What follows belongs to an exercise in optimizing a design on an open flow for small area; a production flow would make more cautious choices. Function was checked by simulation only, so behaviour that the tests miss may differ from the original. The clock port is modelled as an ideal driver, which makes a skipped or thinned clock tree look cheaper than it is; a real chip needs a root buffer or a tree. Power figures rest on the tool's default switching activity, not on a simulated workload.

==> flow/design.v (excerpt) <==
module main(
    input           power,
    input           clk100MHZ,
    input           rst,
    input           insert,
    input [1:0]     coin_val,
    input [1:0]     drink_op,
    input           cancel_flag,
    output          hold_ind,
    output          drink_1_ind,
    output          drink_2_ind,
    output          drinktk_ind,
    output          charge_ind,
    output          power_ind,
    output reg [7:0] AN,
    output reg [7:0] SEG,
    output wire      clk_1HZ
);
Size in the first run: roughly 220 cells after synthesis, ~32 I/O pins, ~0.0014 mm^2 of cells after synthesis.
==> flow/config.mk <==
export PLATFORM = sky130hd
export DESIGN_NAME = main
export DESIGN_NICKNAME = main
export VERILOG_FILES = /design/flow/design.v
export SDC_FILE = /design/flow/constraint.sdc
export NUM_CORES = 4
export LEC_CHECK = 0
export CAP_MARGIN = 20
export CORE_MARGIN = 2
export CORE_UTILIZATION = 40
export SLEW_MARGIN = 20
==> flow/constraint.sdc <==
create_clock -name core_clock -period 10.0 [get_ports {clk100MHZ}]
set_input_delay 2.0000 -clock core_clock [delete_from_list [all_inputs] [get_ports {clk100MHZ}]]
set_output_delay 2.0000 -clock core_clock [all_outputs]
set_load 0.01 [all_outputs]
standard.sh (not shown) runs the stock make flow with config.mk's settings and CLKGATE_MAP_FILE= SYNTH_SCRIPT=/design/flow/synth_recipe.tcl, a recipe that flattens the netlist after the stock synthesis.
==> flow/flow/run.sh <==
#!/bin/bash
# Own layout flow: the standard ORFS flow (standard.sh) with these changes.
#  - Synthesis skips the full/half-adder extraction step (ADDER_MAP_FILE empty)
#    and replaces ORFS's single ABC call (synth.tcl) with abc_best.tcl: ABC runs
#    once with each abc_*.script here and the smallest mapping is kept.
#    This uses a copy of the ORFS scripts folder with that one line changed.
#  - Ports are buffered with the smallest buffer, sky130_fd_sc_hd__buf_1.
#  - CTS uses clkbuf_8 for all clock buffers, without dummy loads.
# Floorplan, power grid, tap cells, placement, routing and the rest are the
# standard flow. Each ORFS step logs to orfs/logs; make's output is in
# make_synth.log and make_finish.log.
set -euo pipefail
HERE=$(pwd)
rm -rf "$HERE/scripts_local"
cp -r "$FLOW_HOME/scripts" "$HERE/scripts_local"
python3 - "$HERE/scripts_local/synth.tcl" <<'PY'
import sys
p = sys.argv[1]
s = open(p).read()
old = "  log_cmd abc {*}$abc_args\n"
assert s.count(old) == 1
s = s.replace(old, "  source $::env(ABC_SCRIPT_DIR)/abc_best.tcl\n")
open(p, "w").write(s)
PY
export ABC_SCRIPT_DIR="$HERE/flow"
export ADDER_MAP_FILE=
export ABC_AREA=1
export BUFFER_PORTS_ARGS="-buffer_cell sky130_fd_sc_hd__buf_1"
export CTS_ARGS="-root_buf sky130_fd_sc_hd__clkbuf_8 -buf_list sky130_fd_sc_hd__clkbuf_8 -sink_clustering_enable -dont_use_dummy_load -repair_clock_nets"
bash standard.sh SCRIPTS_DIR="$HERE/scripts_local" synth > "$HERE/make_synth.log" 2>&1
bash standard.sh finish > "$HERE/make_finish.log" 2>&1
Other scripts of this flow, unchanged in this note and not shown: flow/flow/abc_1.script, flow/flow/abc_2.script, flow/flow/abc_3.script, flow/flow/abc_4.script, flow/flow/abc_5.script, flow/flow/abc_6.script, flow/flow/abc_best.tcl
The starting point ran to the end with no violations.
Then changed:
--- a/flow/flow/run.sh
+++ b/flow/flow/run.sh
@@ -6,5 +6,6 @@
 #    This uses a copy of the ORFS scripts folder with that one line changed.
 #  - Ports are buffered with the smallest buffer, sky130_fd_sc_hd__buf_1.
-#  - CTS uses clkbuf_8 for all clock buffers, without dummy loads.
+#  - In place of CTS's tree, one clkbuf_16 drives all flip-flop clock pins
+#    (cts_single.tcl, sourced through the PRE_CTS_TCL hook of cts.tcl).
 # Floorplan, power grid, tap cells, placement, routing and the rest are the
 # standard flow. Each ORFS step logs to orfs/logs; make's output is in
@@ -27,5 +28,5 @@
 export ABC_AREA=1
 export BUFFER_PORTS_ARGS="-buffer_cell sky130_fd_sc_hd__buf_1"
-export CTS_ARGS="-root_buf sky130_fd_sc_hd__clkbuf_8 -buf_list sky130_fd_sc_hd__clkbuf_8 -sink_clustering_enable -dont_use_dummy_load -repair_clock_nets"
+export PRE_CTS_TCL="$HERE/flow/cts_single.tcl"
 bash standard.sh SCRIPTS_DIR="$HERE/scripts_local" synth > "$HERE/make_synth.log" 2>&1
 bash standard.sh finish > "$HERE/make_finish.log" 2>&1
==> flow/flow/cts_single.tcl (new file) <==
# Sourced by ORFS cts.tcl before CTS (PRE_CTS_TCL). The design has only a
# couple of dozen flip-flops, so instead of CTS's two-level tree one
# clkbuf_16, placed at the centre of the flip-flops, drives every clock sink.
# The clock port drives only this buffer.
rename clock_tree_synthesis orfs_clock_tree_synthesis
proc clock_tree_synthesis { args } {
  set block [ord::get_db_block]
  set clk_net [$block findNet clk100MHZ]
  set sx 0
  set sy 0
  set n 0
  foreach iterm [$clk_net getITerms] {
    set bb [[$iterm getInst] getBBox]
    set sx [expr { $sx + ([$bb xMin] + [$bb xMax]) / 2 }]
    set sy [expr { $sy + ([$bb yMin] + [$bb yMax]) / 2 }]
    incr n
  }
  set dbu [$block getDbUnitsPerMicron]
  set x [expr { double($sx) / $n / $dbu }]
  set y [expr { double($sy) / $n / $dbu }]
  puts "Single clock buffer for $n clock sinks at ($x, $y)"
  insert_buffer -buffer_cell sky130_fd_sc_hd__clkbuf_16 -net clk100MHZ \
    -location [list $x $y] -buffer_name clkbuf_root -net_name clk_root
}
Outcome: Cell area came out lower by 0.99%; core utilization drops by 0.48 points; fmax is about the same; power came out lower by 6.8%; setup slack got worse by 6.0 ps; area after synthesis is unchanged; register-to-register slack degrades by 20 ps; wire length is lower by 1.5%; die area does not change; hold slack barely changes.
In the second run of this note the design's own scripts or RTL, not TritonCTS, make the clock network.


Another version of the RTL of main (not shown whole).
Size: ~32 I/O pins, ~2800 sq um of cells after synthesis.
// main
module main(
    input           power,
    input           clk100MHZ,
    input           rst,
    input           insert,
    input [1:0]     coin_val,
    input [1:0]     drink_op,
    input           cancel_flag,
    output          hold_ind,
    output          drink_1_ind,
    output          drink_2_ind,
    output          drinktk_ind,
    output          charge_ind,
    output          power_ind,
    output reg [7:0] AN,
    output reg [7:0] SEG,
    output reg      clk_1HZ
);
    localparam s0 = 3'd0, s1 = 3'd1, s2 = 3'd2, s3 = 3'd3, s4 = 3'd4, s5 = 3'd5;
    reg [3:0] u;
    reg [2:0] num;
    reg [2:0] p;
    reg [2:0] state;
    reg [5:0] coin_sum;
    reg       prev_hold;
    reg [1:0] prev_tens;
    wire u_wrap  = (u == 4'd9);
    wire tick    = (u == 4'd4) && (p == 3'd0);
    wire fsm_en  = tick && (num[1:0] == 2'd2);
    wire clk_tog = tick && !num[0];
    always @(posedge clk100MHZ) begin
        if (rst) begin
            u <= 4'd5;
            num <= 3'd0;
            p <= 3'd0;
            clk_1HZ <= 1'b0;
        end else begin
            u <= u_wrap ? 4'd0 : u + 4'd1;
            if (u_wrap) begin
                num <= num + 3'd1;
                p <= (p == 3'd4) ? 3'd0 : p + 3'd1;
            end
            if (clk_tog)
                clk_1HZ <= ~clk_1HZ;
        end
    end
    wire ge5  = coin_sum >= 6'd5;
    wire ge10 = coin_sum >= 6'd10;
    wire gt40 = coin_sum > 6'd40;
    assign hold_ind    = state != s0;
    assign drinktk_ind = state == s4;
    assign charge_ind  = state == s5;
    assign drink_1_ind = ge5;
    assign drink_2_ind = ge10;
    assign power_ind   = power;
    reg [5:0] sum_next;
    reg [2:0] state_next;
    always @(*) begin
        sum_next = coin_sum;
        if (!power)
            sum_next = 6'd0;
        else if (insert) begin
            if (coin_val == 2'b01 && coin_sum <= 6'd38)
                sum_next = coin_sum + 6'd2;
            else if (coin_val == 2'b10 && coin_sum <= 6'd20)
                sum_next = coin_sum + 6'd20;
        end else begin
            case (state)
                s2: if (drink_op == 2'd1) sum_next = coin_sum - 6'd5;
                s3: if (drink_op == 2'd1) sum_next = coin_sum - 6'd5;
  ...
Settings: LEC_CHECK=0, CAP_MARGIN=20, CORE_MARGIN=2, CORE_UTILIZATION=40, SLEW_MARGIN=20; clock period 10.0 ns.
run.sh (not shown) runs the stock make flow with config.mk's settings and CLKGATE_MAP_FILE= SYNTH_SCRIPT=/design/flow/synth_recipe.tcl, a recipe that flattens the netlist after the stock synthesis.
Stock flow here: none of the scripts above is used.
Change:
==> flow/flow/run.sh (new file) <==
#!/bin/bash
# Own layout flow: the standard ORFS flow with three changes.
#  - Synthesis runs without the full/half-adder extraction step (ADDER_MAP_FILE
#    empty) and maps with a stronger area-oriented ABC script (abc_area.script
#    here, used through a copy of the ORFS scripts folder).
#  - Ports are buffered with the smallest buffer, sky130_fd_sc_hd__buf_1.
# Everything else (floorplan, power grid, tap cells, placement, CTS, routing)
# is the standard flow. Each step's log stays in orfs/logs; make's output is in
# make_synth.log and make_finish.log.
set -euo pipefail
HERE=$(pwd)
rm -rf "$HERE/scripts_local"
cp -r "$FLOW_HOME/scripts" "$HERE/scripts_local"
cp "$HERE/flow/abc_area.script" "$HERE/scripts_local/abc_area.script"
export ADDER_MAP_FILE=
export ABC_AREA=1
export BUFFER_PORTS_ARGS="-buffer_cell sky130_fd_sc_hd__buf_1"
bash standard.sh SCRIPTS_DIR="$HERE/scripts_local" synth > "$HERE/make_synth.log" 2>&1
bash standard.sh finish > "$HERE/make_finish.log" 2>&1
==> flow/flow/abc_area.script (new file) <==
strash
dc2
balance; rewrite; refactor; balance; rewrite; rewrite -z; balance; refactor -z; rewrite -z; balance
dch -f
map -a
mfs2
strash
dch -f
map -a
topo
==> flow/standard.sh (new file) <==
#!/bin/bash
# synth_recipe.tcl (not shown) runs the flow's synth.tcl, then flattens the netlist and writes it again
# the make line also repeats each setting of config.mk as NAME=value (left out here)
make -C /OpenROAD-flow-scripts/flow DESIGN_CONFIG=/design/flow/config.mk WORK_HOME=/design/flow/orfs CLKGATE_MAP_FILE= SYNTH_SCRIPT=/design/flow/synth_recipe.tcl "${@:-finish}"
removed: flow/run.sh
After rerunning: Non-clock buffer count stays the same. Synthesized cell count decreases by about a fifth. Cell count went down by about a fifth. Power falls by about a fifth. Flip-flop and latch count is unchanged. Fmax grows by about a fifth.

-- separate check: timing with driven ports --
The flow's constraints put no driver on any port. The routed layouts listed below were extracted and timed again, unchanged, in two steps. Step 1 sets driving cells, clkbuf_16 on the clock port and buf_2 on the other inputs (assumed; they add their load-dependent delay and slew). Step 2 also shifts input and output timing later by t, the mid clock arrival at the registers, as if the neighbouring blocks saw the same clock. a / b / c = no drivers / after step 1 / after step 2; a / b = the first two.
run	t (ns)	slack for setup (ns)	hold WS [ns]
the first run of note 1	0.284	4.417 / 4.391 / 4.391	0.432 / 0.432 / 0.432
the second run of note 1	0.181	4.411 / 4.385 / 4.385	0.432 / 0.432 / 0.432
the first run of note 2	0.288	3.735 / 3.709 / 3.998	0.478 / 0.478 / 0.478
the second run of note 2	0.289	4.550 / 4.528 / 4.529	0.447 / 0.447 / 0.447
After both steps every run listed still meets setup and hold.
